This design comes from an exercise in tuning for small area, a short achievable clock period and few clock cycles on the open sky130 flow, not from production work.
RTL that was checked went through simulation tests only; none was proved equivalent to the original.
Power figures rest on the tool's default switching activity, not on a simulated workload.

==> flow/design.v <==
module SME(
  input clk,
  input reset,
  input [7:0] chardata,
  input isstring,
  input ispattern,
  output valid,
  output match,
  output [4:0] match_index
  );
  reg         s_prev, p_prev;  
  reg [255:0] ring;            
  reg [4:0]   z;               
  reg [4:0]   lo;              
  reg [4:0]   hi;              
  reg [31:0]  fa, fb;
  reg         valid_r, match_r;
  reg [4:0]   idx_r;
  wire [255:0] next_ring = {ring[247:0], isstring ? chardata : ring[255:248]};
  wire [4:0] hi_first = z + 5'd1;
  wire [31:0] fa_n, fb_n;
  genvar q;
  generate
    for (q = 0; q < 32; q = q + 1) begin : g_slot
      wire eq = (next_ring[8*q +: 8] == chardata);
      wire in_a = (q <= hi_first);
      assign fa_n[q] = eq & (p_prev ? fa[q] : in_a);
      assign fb_n[q] = eq & (p_prev ? fb[q] : ~in_a);
    end
  endgenerate
  reg [4:0] top_a, top_b;
  integer i;
  always @(*) begin
    top_a = 5'd0;
    top_b = 5'd0;
    for (i = 0; i < 32; i = i + 1) begin
      if (fa[i]) top_a = i;
      if (fb[i]) top_b = i;
    end
  end
  wire any_a = |fa;
  wire any_b = |fb;
  wire wrap = (lo > hi);
  wire hit_a = any_a & (wrap | (top_a >= lo));
  wire hit_b = ~any_a & any_b & wrap & (top_b >= lo);
  wire [4:0] idx_a = hi - top_a;
  wire [4:0] idx_b = hi - top_b;
  wire s_first = isstring & ~s_prev;
  wire [4:0] z_n = s_first ? 5'd0 : z + 5'd1;
  always @(posedge clk) begin
    if (reset) begin
      s_prev <= 1'b0;
      p_prev <= 1'b0;
      valid_r <= 1'b0;
    end else begin
      s_prev <= isstring;
      p_prev <= ispattern;
      valid_r <= p_prev & ~ispattern;
    end
    ring <= next_ring;
    z <= z_n;
    if (s_first) lo <= 5'd0;
    else if (!isstring) lo <= lo + 5'd1;
    if (ispattern & ~p_prev) hi <= hi_first;
    fa <= fa_n;
    fb <= fb_n;
    match_r <= hit_a | hit_b;
    idx_r <= hit_a ? idx_a : hit_b ? idx_b : 5'd0;
  end
  assign valid = valid_r;
  assign match = match_r;
  assign match_index = idx_r;
endmodule
export LEC_CHECK = 0
export CAP_MARGIN = 20
export CORE_MARGIN = 2
export CORE_UTILIZATION = 40
export CTS_BUF_LIST = sky130_fd_sc_hd__clkbuf_4
export SLEW_MARGIN = 20
create_clock -name core_clock -period 8.0 [get_ports {clk}]
standard.sh (not shown) runs the stock make flow with config.mk's settings and CLKGATE_MAP_FILE= SYNTH_SCRIPT=/design/flow/synth_recipe.tcl, a recipe that flattens the netlist after the stock synthesis.
==> flow/flow/run.sh <==
#!/bin/bash
set -euo pipefail
bash standard.sh SETUP_SLACK_MARGIN=5.5 finish > standard_flow.log 2>&1
The starting point completed without violations.
Then changed:
==> flow/design.v (replaced) <==
module SME(
  input clk,
  input reset,
  input [7:0] chardata,
  input isstring,
  input ispattern,
  output valid,
  output match,
  output [4:0] match_index
  );
  reg         s_prev, p_prev;  
  reg [255:0] ring;            
  reg [4:0]   z;               
  reg [4:0]   lo;              
  reg [4:0]   hi;              
  reg [31:0]  m;
  reg         valid_r, match_r;
  reg [4:0]   idx_r;
  wire [255:0] next_ring = {ring[247:0], isstring ? chardata : ring[255:248]};
  wire [31:0] m_n;
  wire [31:0] cand_a;
  genvar q;
  generate
    for (q = 0; q < 32; q = q + 1) begin : g_slot
      wire eq = (next_ring[8*q +: 8] == chardata);
      assign m_n[q] = eq & (~p_prev | m[q]);
      assign cand_a[q] = m[q] & (q <= hi);
    end
  endgenerate
  reg [4:0] top_a, top_all;
  integer i;
  always @(*) begin
    top_a = 5'd0;
    top_all = 5'd0;
    for (i = 0; i < 32; i = i + 1) begin
      if (cand_a[i]) top_a = i;
      if (m[i]) top_all = i;
    end
  end
  wire any_a = |cand_a;
  wire wrap = (lo > hi);
  wire hit_a = any_a & (wrap | (top_a >= lo));
  wire hit_b = ~any_a & (|m) & wrap & (top_all >= lo);
  wire any = hit_a | hit_b;
  wire [4:0] top = any_a ? top_a : top_all;
  wire s_first = isstring & ~s_prev;
  wire [4:0] z_n = s_first ? 5'd0 : z + 5'd1;
  always @(posedge clk) begin
    if (reset) begin
      s_prev <= 1'b0;
      p_prev <= 1'b0;
      valid_r <= 1'b0;
    end else begin
      s_prev <= isstring;
      p_prev <= ispattern;
      valid_r <= p_prev & ~ispattern;
    end
    ring <= next_ring;
    z <= z_n;
    if (s_first) lo <= 5'd0;
    else if (!isstring) lo <= lo + 5'd1;
    if (ispattern & ~p_prev) hi <= z_n;
    m <= m_n;
    match_r <= any;
    idx_r <= any ? hi - top : 5'd0;
  end
  assign valid = valid_r;
  assign match = match_r;
  assign match_index = idx_r;
endmodule
Clock-buffer cell count fell by 11. Sequential power fell by about 8%. Die area fell by 9.1%. Design area fell by about 4%. Wire length stays flat. Combinational power rose by about 5%. Clock power fell by about 10%. Total power fell by 7.5%. Synthesized cell count fell by 11%. First-iteration DRC count rose by 28%. Utilization rose by 2.6 points. Non-clock buffer count rose by 32. Clock skew fell by 30 ps. Sequential share of layout area fell by 2.6 points.
No functional check of the RTL was part of any run of this note.

* * *

## v20
Another version of the RTL of SME (not shown whole).
For scale: about 1300 cells after synthesis, about 320 flip-flops, ~19 I/O pins, about 13000 um2 of cells after synthesis.
==> module SME, before the edit <==
module SME(
  input clk,
  input reset,
  input [7:0] chardata,
  input isstring,
  input ispattern,
  output valid,
  output match,
  output [4:0] match_index
  );
  reg [7:0]   b_r;       
  reg         s_r, p_r;  
  reg         s_prev, p_prev;
  reg [255:0] ring;      
  reg [4:0]   z;         
  reg [4:0]   hi;        
  reg [4:0]   lo;        
  reg [31:0]  m;
  reg         valid_r, match_r;
  reg [4:0]   idx_r;
  wire s_first = s_r & ~s_prev;
  wire [4:0] z_n = s_first ? 5'd0 : z + 5'd1;
  wire wrap = (lo > hi);
  wire [31:0] m_n;
  wire [31:0] cand_a, cand_b;
  genvar q;
  generate
    for (q = 0; q < 32; q = q + 1) begin : g_slot
      wire eq = (ring[8*q +: 8] == b_r);
      assign m_n[q] = eq & (~p_prev | m[q]);
      wire le_hi = (q <= hi);
      wire ge_lo = (q >= lo);
      assign cand_a[q] = m_n[q] & le_hi & (ge_lo | wrap);
      assign cand_b[q] = m_n[q] & ~le_hi & ge_lo & wrap;
    end
  endgenerate
  reg [4:0] top_a, top_b;
  integer i;
  always @(*) begin
    top_a = 5'd0;
    top_b = 5'd0;
    for (i = 0; i < 32; i = i + 1) begin
      if (cand_a[i]) top_a = i;
      if (cand_b[i]) top_b = i;
    end
  end
  wire any_a = |cand_a;
  wire any = any_a | (|cand_b);
  wire [4:0] top = any_a ? top_a : top_b;
  always @(posedge clk) begin
    b_r <= chardata;
    if (reset) begin
      s_r <= 1'b0;
      p_r <= 1'b0;
      s_prev <= 1'b0;
      p_prev <= 1'b0;
      valid_r <= 1'b0;
    end else begin
      s_r <= isstring;
      p_r <= ispattern;
      s_prev <= s_r;
      p_prev <= p_r;
      valid_r <= p_r & ~ispattern;
    end
    ring <= {ring[247:0], s_r ? b_r : ring[255:248]};
    z <= z_n;
    if (!p_r) hi <= z_n;
    if (s_first) lo <= 5'd0;
    else if (!s_r) lo <= lo + 5'd1;
    m <= m_n;
    match_r <= any;
    idx_r <= any ? hi - top : 5'd0;
  end
  assign valid = valid_r;
  assign match = match_r;
  assign match_index = idx_r;
endmodule
==> flow/config.mk <==
export PLATFORM = sky130hd
export DESIGN_NAME = SME
export DESIGN_NICKNAME = SME
export VERILOG_FILES = /design/flow/design.v
export SDC_FILE = /design/flow/constraint.sdc
export NUM_CORES = 4
export LEC_CHECK = 0
export CAP_MARGIN = 20
export CORE_MARGIN = 2
export CORE_UTILIZATION = 40
export SETUP_SLACK_MARGIN = 5
export SLEW_MARGIN = 20
==> flow/constraint.sdc <==
create_clock -name core_clock -period 8.0 [get_ports {clk}]
set_input_delay 1.6000 -clock core_clock [delete_from_list [all_inputs] [get_ports {clk}]]
set_output_delay 1.6000 -clock core_clock [all_outputs]
set_load 0.01 [all_outputs]
run.sh (not shown) runs the stock make flow with config.mk's settings and CLKGATE_MAP_FILE= SYNTH_SCRIPT=/design/flow/synth_recipe.tcl, a recipe that flattens the netlist after the stock synthesis.
Stock flow here: none of the scripts above is used.
Input-level comparison between v18 and v20:
==> flow/design.v <==
module SME(
  input clk,
  input reset,
  input [7:0] chardata,
  input isstring,
  input ispattern,
  output valid,
  output match,
  output [4:0] match_index
  );
  reg [7:0]   b_r;       
  reg         s_r, p_r;  
  reg         s_prev, p_prev;
  reg [255:0] str;       
  reg [4:0]   lm1;       
  reg [4:0]   base;      
  reg [31:0]  m;
  reg         valid_r, match_r;
  reg [4:0]   idx_r;
  wire [31:0] in_str;
  wire [31:0] m_n;
  genvar q;
  generate
    for (q = 0; q < 32; q = q + 1) begin : g_slot
      assign in_str[q] = (q <= lm1);
      wire eq = (str[8*q +: 8] == b_r);
      if (q == 31)
        assign m_n[q] = eq & (~p_prev & in_str[q]);
      else
        assign m_n[q] = eq & (p_prev ? m[q+1] : in_str[q]);
    end
  endgenerate
  reg [4:0] top;
  integer i;
  always @(*) begin
    top = 5'd0;
    for (i = 0; i < 32; i = i + 1)
      if (m_n[i]) top = i;
  end
  wire any = |m_n;
  always @(posedge clk) begin
    b_r <= chardata;
    if (reset) begin
      s_r <= 1'b0;
      p_r <= 1'b0;
      s_prev <= 1'b0;
      p_prev <= 1'b0;
      valid_r <= 1'b0;
    end else begin
      s_r <= isstring;
      p_r <= ispattern;
      s_prev <= s_r;
      p_prev <= p_r;
      valid_r <= p_r & ~ispattern;
    end
    if (s_r) begin
      str <= {str[247:0], b_r};
      lm1 <= s_prev ? lm1 + 5'd1 : 5'd0;
      base <= s_prev ? lm1 + 5'd1 : 5'd0;
    end else if (p_r)
      base <= base - 5'd1;
    else
      base <= lm1;
    m <= m_n;
    match_r <= any;
    idx_r <= any ? base - top : 5'd0;
  end
  assign valid = valid_r;
  assign match = match_r;
  assign match_index = idx_r;
endmodule
## What came out
v18: PASS, flow complete, no timing, DRC or antenna violations
Of the two values seen for highest signal layer in the routed design, met4 was produced by v18 and met5 by v20.
The run with more setup slack is v18; v20 has less.
Compared with v20, v18 shows a critical path depth that is 4 lower.
When the final numbers for v18 and v20 were put side by side, the number of detailed-routing iterations run before antenna repair turned out to be smaller in v18.
Cmp v18 and v20 / overall routing resource usage / higher: v20
On cell area, v18 and v20 are neck and neck.
Diff v20 -> v18: complex-gate fraction of the synthesized area fell by 7.2 points; clock network power consumption stayed essentially flat; data arrival time of the critical path fell by 0.91 ns; clock latency on the worst-skew pair fell by 0.07 ns; met1 wire length fell by 24%.
Delta(relative contribution of the clock network to total power, v18 - v20) > 0
The power per cell area number comes out higher for v20 vs v18.
A library cell contributing the largest single delay on the critical path of sky130_fd_sc_hd__edfxtp_1 is what v18 shows, while sky130_fd_sc_hd__or4b_1 belongs to v20.
Relative to v20, the count of fill cells added during filler insertion measured on v18 has decreased by a few percent.
Summary of the comparison: end-of-flow core utilization is lower in v18, relative to v20.
Testbench counts of v18, summed over its fixed seeds: cycles 4,687.
For v20, only the layout was checked, not whether the RTL still works.

==> separate check: timing with driven ports <==
In the flow no input, the clock included, has a driving cell. The finished layouts below were timed again as built, in two steps. Step 1: set_driving_cell puts a clkbuf_16 on clk and a buf_2 on each other input, an assumption about the parent block. Step 2 times the ports against the registers' clock, not the clock port: input delays grow and output delays shrink by t, the midpoint of the rising clock arrivals with the driver on. Three values: ideal, step 1, step 2; two values: the first two.
run	shift t [ns]	slack for setup (ns)	slew at the worst register clock pin (ns)	worst slew at a driven data input, ns
the first run of note 1	0.734	5.255 / 5.247 / 4.899	0.07 / 0.07	0.04
the second run of note 1	0.718	4.332 / 4.332 / 4.332	0.08 / 0.08	0.04
v20	0.603	3.556 / 3.556 / 3.556	0.07 / 0.07	0.03
v18	0.550	4.392 / 4.392 / 4.392	0.06 / 0.06	0.03
After both steps setup and hold are still met in every run listed. For the first run of note 1, which loses most, drivers alone change the setup slack by -0.008 ns; drivers and shift together by -0.356 ns.
